Context: an optimization exercise on an open-source flow, tuned for small area. The choices shown serve that exercise and are no tape-out recipe.
Where RTL was checked, it was by simulation tests only, not by an equivalence proof against the original.
Power figures rest on the tool's default switching activity, not on a simulated workload.

## v6
Design calc, start of the top module:
module calc(clk, rst, validIn, dataIn, dataOut);
input clk, rst, validIn;
input  [15:0] dataIn;
output [15:0] dataOut;
reg [1:0] state;
reg [15:0] num1;
reg [15:0] dataOut;
wire inA = ~state[1] & ~state[0];
wire inB = state[0];
wire inC = state[1];
wire opAdd = dataOut[0];
wire isOp  = (dataIn[15:2] == 14'd0);
wire selSq  = inB & ~dataIn[0];
wire selMul = inC & ~opAdd;
wire [15:0] mb;
assign mb[0] = (selSq & num1[0]) | (selMul & dataIn[0]) | (inC & opAdd) | (inB & dataIn[0]);
assign mb[15:1] = ({15{selSq}} & num1[15:1]) | ({15{selMul}} & dataIn[15:1]);
wire injHi = inC & opAdd;
wire injLo = inB | (inC & opAdd);
wire [15:0] prodN;
    wire pp_0_0 = ~(num1[0] & mb[0]);
    wire pp_1_0 = ~(num1[1] & mb[0]);
    wire pp_2_0 = ~(num1[2] & mb[0]);
    wire pp_3_0 = ~(num1[3] & mb[0]);
    wire pp_4_0 = ~(num1[4] & mb[0]);
    wire pp_5_0 = ~(num1[5] & mb[0]);
    wire pp_6_0 = ~(num1[6] & mb[0]);
    wire pp_7_0 = ~(num1[7] & mb[0]);
    wire pp_8_0 = ~(num1[8] & mb[0]);
    wire pp_9_0 = ~(num1[9] & mb[0]);
    wire pp_10_0 = ~(num1[10] & mb[0]);
    wire pp_11_0 = ~(num1[11] & mb[0]);
    wire pp_12_0 = ~(num1[12] & mb[0]);
  ...
For scale: roughly 35 I/O pins, roughly 4500 sq um of cells after synthesis.
clock: 8.0 ns
lec_check: 0
cap_margin: 0
core_margin: 2
core_utilization: 40
cts_buf_list: sky130_fd_sc_hd__clkbuf_8
slew_margin: 0
synth_hierarchical: 1
standard.sh (not shown) runs the stock make flow with config.mk's settings and CLKGATE_MAP_FILE= SYNTH_SCRIPT=/design/flow/synth_recipe.tcl, a recipe that flattens the netlist after the stock synthesis.
==> flow/flow/run.sh <==
#!/bin/bash
# Layout flow: the standard layout (standard.sh) with two changes:
# - the port buffers that global placement puts on every input and output
#   port are made from the smallest buffer cell (the resizer still upsizes
#   any that needs more drive);
# - clock tree synthesis adds no dummy loads (they only balance the leaf
#   buffers' loads and take area).
# Every tool's output goes to standard.log here, and ORFS's own logs.
export BUFFER_PORTS_ARGS="-buffer_cell sky130_fd_sc_hd__buf_1"
export CTS_ARGS="-sink_clustering_enable -repair_clock_nets -buf_list sky130_fd_sc_hd__clkbuf_8 -dont_use_dummy_load"
bash standard.sh finish > standard.log 2>&1
The following lists how v7 was set up differently from v6:
diff --git a/flow/design.v b/flow/design.v
--- a/flow/design.v
+++ b/flow/design.v
@@ -423,46 +423,40 @@
     wire s223, c224;
     fa u_s223 (.a(s29), .b(s27), .c(c222), .s(s223), .co(c224));
     wire s225, c226;
     fa u_s225 (.a(s41), .b(s39), .c(c224), .s(s225), .co(c226));
     wire s227, c228;
     fa u_s227 (.a(s55), .b(s53), .c(c226), .s(s227), .co(c228));
     wire s229, c230;
     fa u_s229 (.a(s71), .b(s69), .c(c228), .s(s229), .co(c230));
     wire s231, c232;
     fa u_s231 (.a(s87), .b(s89), .c(c230), .s(s231), .co(c232));
     wire s233, c234;
     fa u_s233 (.a(s107), .b(s109), .c(c232), .s(s233), .co(c234));
-    wire s235;
-    xn2 u_s235 (.a(c110), .b(s131), .y(s235));
-    wire c236 = c110 | s131;
+    wire s235, c236;
+    fa u_s235 (.a(c110), .b(s131), .c(c234), .s(s235), .co(c236));
     wire s237, c238;
     fa u_s237 (.a(c132), .b(s155), .c(c236), .s(s237), .co(c238));
-    wire s239, c240;
-    fa u_s239 (.a(c156), .b(s181), .c(c238), .s(s239), .co(c240));
+    wire s239;
+    xn2 u_s239 (.a(c156), .b(s181), .y(s239));
+    wire c240 = c156 | s181;
     wire s241;
     xn2 u_s241 (.a(s210), .b(c240), .y(s241));
-    wire s242 = c110 ^ s131;
-    wire c243 = c110 & s131;
-    wire s244, c245;
-    fa u_s244 (.a(c132), .b(s155), .c(c243), .s(s244), .co(c245));
-    wire s246, c247;
-    fa u_s246 (.a(c156), .b(s181), .c(c245), .s(s246), .co(c247));
-    wire s248;
-    xn2 u_s248 (.a(s210), .b(c247), .y(s248));
-    wire m249 = c234 ? s235 : s242;
-    wire m250 = c234 ? s237 : s244;
-    wire m251 = c234 ? s239 : s246;
-    wire m252 = c234 ? s241 : s248;
-    assign prodN = {m252, m251, m250, m249, s233, s231, s229, s227, s225, s223, s221, s219, s217, s215, s213, s211};
+    wire s242 = c156 ^ s181;
+    wire c243 = c156 & s181;
+    wire s244;
+    xn2 u_s244 (.a(s210), .b(c243), .y(s244));
+    wire m245 = c238 ? s239 : s242;
+    wire m246 = c238 ? s241 : s244;
+    assign prodN = {m246, m245, s237, s235, s233, s231, s229, s227, s225, s223, s221, s219, s217, s215, s213, s211};
 wire selRes = inC | (inB & isOp & dataIn[1]);
 wire [1:0] stn = inB ? (isOp ? (dataIn[1] ? 2'b00 : 2'b10) : 2'b01) : (inC ? 2'b00 : 2'b01);
 wire ld    = validIn & ~rst;
 wire sResN = ~(ld & selRes);
 wire sIn   = ld & ~selRes;
 wire sOld  = ~validIn & ~rst;
 wire [15:0] dNext;
 genvar gi;
 generate for (gi = 0; gi < 16; gi = gi + 1) begin : g_out
     omux u_omux (.pn(prodN[gi]), .x(dataIn[gi]), .q(dataOut[gi]),
                  .s1n(sResN), .s2(sIn), .s3(sOld), .d(dNext[gi]));
 end endgenerate
Relative to v6, the count of filler cells inserted in the layout measured on v7 has decreased by a few percent.
From v6 to v7, count of inserted tapcells did not move at all.
dataIn[1] as the start point of the critical path was reported by v6, and dataIn[0] by v7.
Where total power is concerned, v6 is outperformed by v7.
Clock network fraction of total power, v6 and v7, higher one = v7.
Post-cts sizing count essentially unchanged between v6 and v7.
No functional check of the RTL was part of any run of this note.


calc, a different RTL version from the one above (not shown whole).
Size: roughly 410 cells after synthesis, ~34 flip-flops, ~35 I/O pins, about 4300 sq um of cells after synthesis.
export LEC_CHECK = 0
export CAP_MARGIN = 0
export CORE_MARGIN = 2
export CORE_UTILIZATION = 40
export CTS_BUF_LIST = sky130_fd_sc_hd__clkbuf_8
export GPL_TIMING_DRIVEN = 0
export SLEW_MARGIN = 0
export SYNTH_HIERARCHICAL = 1
create_clock -name core_clock -period 8.0 [get_ports {clk}]
Scripts as last shown in full above: flow/flow/run.sh
Change:
--- a/flow/design.v
+++ b/flow/design.v
@@ -50,49 +50,49 @@
     nd2 u_pp_11_0 (.a(num1[11]), .b(mb[0]), .y(pp_11_0));
     wire pp_12_0;
     nd2 u_pp_12_0 (.a(num1[12]), .b(mb[0]), .y(pp_12_0));
     wire pp_13_0;
     nd2 u_pp_13_0 (.a(num1[13]), .b(mb[0]), .y(pp_13_0));
     wire pp_14_0;
     nd2 u_pp_14_0 (.a(num1[14]), .b(mb[0]), .y(pp_14_0));
     wire pp_15_0;
     nd2 u_pp_15_0 (.a(num1[15]), .b(mb[0]), .y(pp_15_0));
     wire pp_0_1;
-    ao22n u_pp_0_1 (.a(num1[0]), .b(mb[1]), .c(dataIn[1]), .d(injHi), .y(pp_0_1));
+    assign pp_0_1 = ~((num1[0] & mb[1]) | (dataIn[1] & injHi));
     wire pp_1_1;
-    ao22n u_pp_1_1 (.a(num1[1]), .b(mb[1]), .c(dataIn[2]), .d(injHi), .y(pp_1_1));
+    assign pp_1_1 = ~((num1[1] & mb[1]) | (dataIn[2] & injHi));
     wire pp_2_1;
-    ao22n u_pp_2_1 (.a(num1[2]), .b(mb[1]), .c(dataIn[3]), .d(injHi), .y(pp_2_1));
+    assign pp_2_1 = ~((num1[2] & mb[1]) | (dataIn[3] & injHi));
     wire pp_3_1;
-    ao22n u_pp_3_1 (.a(num1[3]), .b(mb[1]), .c(dataIn[4]), .d(injHi), .y(pp_3_1));
+    assign pp_3_1 = ~((num1[3] & mb[1]) | (dataIn[4] & injHi));
     wire pp_4_1;
-    ao22n u_pp_4_1 (.a(num1[4]), .b(mb[1]), .c(dataIn[5]), .d(injHi), .y(pp_4_1));
+    assign pp_4_1 = ~((num1[4] & mb[1]) | (dataIn[5] & injHi));
     wire pp_5_1;
-    ao22n u_pp_5_1 (.a(num1[5]), .b(mb[1]), .c(dataIn[6]), .d(injHi), .y(pp_5_1));
+    assign pp_5_1 = ~((num1[5] & mb[1]) | (dataIn[6] & injHi));
     wire pp_6_1;
-    ao22n u_pp_6_1 (.a(num1[6]), .b(mb[1]), .c(dataIn[7]), .d(injHi), .y(pp_6_1));
+    assign pp_6_1 = ~((num1[6] & mb[1]) | (dataIn[7] & injHi));
     wire pp_7_1;
-    ao22n u_pp_7_1 (.a(num1[7]), .b(mb[1]), .c(dataIn[8]), .d(injHi), .y(pp_7_1));
+    assign pp_7_1 = ~((num1[7] & mb[1]) | (dataIn[8] & injHi));
     wire pp_8_1;
-    ao22n u_pp_8_1 (.a(num1[8]), .b(mb[1]), .c(dataIn[9]), .d(injHi), .y(pp_8_1));
+    assign pp_8_1 = ~((num1[8] & mb[1]) | (dataIn[9] & injHi));
     wire pp_9_1;
-    ao22n u_pp_9_1 (.a(num1[9]), .b(mb[1]), .c(dataIn[10]), .d(injHi), .y(pp_9_1));
+    assign pp_9_1 = ~((num1[9] & mb[1]) | (dataIn[10] & injHi));
     wire pp_10_1;
-    ao22n u_pp_10_1 (.a(num1[10]), .b(mb[1]), .c(dataIn[11]), .d(injHi), .y(pp_10_1));
+    assign pp_10_1 = ~((num1[10] & mb[1]) | (dataIn[11] & injHi));
     wire pp_11_1;
-    ao22n u_pp_11_1 (.a(num1[11]), .b(mb[1]), .c(dataIn[12]), .d(injHi), .y(pp_11_1));
+    assign pp_11_1 = ~((num1[11] & mb[1]) | (dataIn[12] & injHi));
     wire pp_12_1;
-    ao22n u_pp_12_1 (.a(num1[12]), .b(mb[1]), .c(dataIn[13]), .d(injHi), .y(pp_12_1));
+    assign pp_12_1 = ~((num1[12] & mb[1]) | (dataIn[13] & injHi));
     wire pp_13_1;
-    ao22n u_pp_13_1 (.a(num1[13]), .b(mb[1]), .c(dataIn[14]), .d(injHi), .y(pp_13_1));
+    assign pp_13_1 = ~((num1[13] & mb[1]) | (dataIn[14] & injHi));
     wire pp_14_1;
-    ao22n u_pp_14_1 (.a(num1[14]), .b(mb[1]), .c(dataIn[15]), .d(injHi), .y(pp_14_1));
+    assign pp_14_1 = ~((num1[14] & mb[1]) | (dataIn[15] & injHi));
     wire pp_0_2;
     nd2 u_pp_0_2 (.a(num1[0]), .b(mb[2]), .y(pp_0_2));
     wire pp_1_2;
     nd2 u_pp_1_2 (.a(num1[1]), .b(mb[2]), .y(pp_1_2));
     wire pp_2_2;
     nd2 u_pp_2_2 (.a(num1[2]), .b(mb[2]), .y(pp_2_2));
     wire pp_3_2;
     nd2 u_pp_3_2 (.a(num1[3]), .b(mb[2]), .y(pp_3_2));
     wire pp_4_2;
     nd2 u_pp_4_2 (.a(num1[4]), .b(mb[2]), .y(pp_4_2));
The new run passed the timing, DRC and antenna checks.
Synthesized cell count climbs by 0.73%.
First-iteration DRC count shrinks by 7.3%.
Global-route usage is higher by 0.24 points.
Cell area falls by 0.90%.
Flip-flop and latch count does not change.
Worst setup slack loses 73 ps.
Power is lower by 1.3%.
Synthesized area goes down by 1.5%.
Via count fell by 0.78%.

[what the ideal ports hide]
The results above use ideal ports. As a check the final layouts listed here were re-extracted and re-timed, cells and wires unchanged.
Step 1: set_driving_cell puts a clkbuf_16 on clk and a buf_2 on each other input, an assumption about the parent block.
Step 2 moves the port delays by t, midway between the first and last clock arrival at a register: inputs arrive t later, outputs are due t later. That takes back most of the time a late clock gives input paths.
Three values: no drivers, after step 1, after step 2; two values: the first two.
| run | t (ns) | slack for setup (ns) | clock arrival spread, ns | worst slew at a driven data input, ns | cell pins on the clock port's net |
|---|---|---|---|---|---|
| v6 | 0.308 | 1.074 / 1.078 / 0.770 | 0.028 / 0.028 | 0.03 | 1 |
| v7 | 0.312 | 0.260 / 0.268 / -0.044 | 0.018 / 0.018 | 0.03 | 1 |
| the first run of note 2 | 0.314 | 0.262 / 0.271 / -0.043 | 0.025 / 0.026 | 0.03 | 1 |
| the second run of note 2 | 0.314 | 0.190 / 0.198 / -0.116 | 0.021 / 0.022 | 0.04 | 1 |
Met with ideal ports but missed after step 2: setup timing in v7, the first run of note 2 and the second run of note 2. The setup slack of the second run of note 2, which loses most, moves by +0.008 ns with the drivers and by -0.306 ns with both steps.
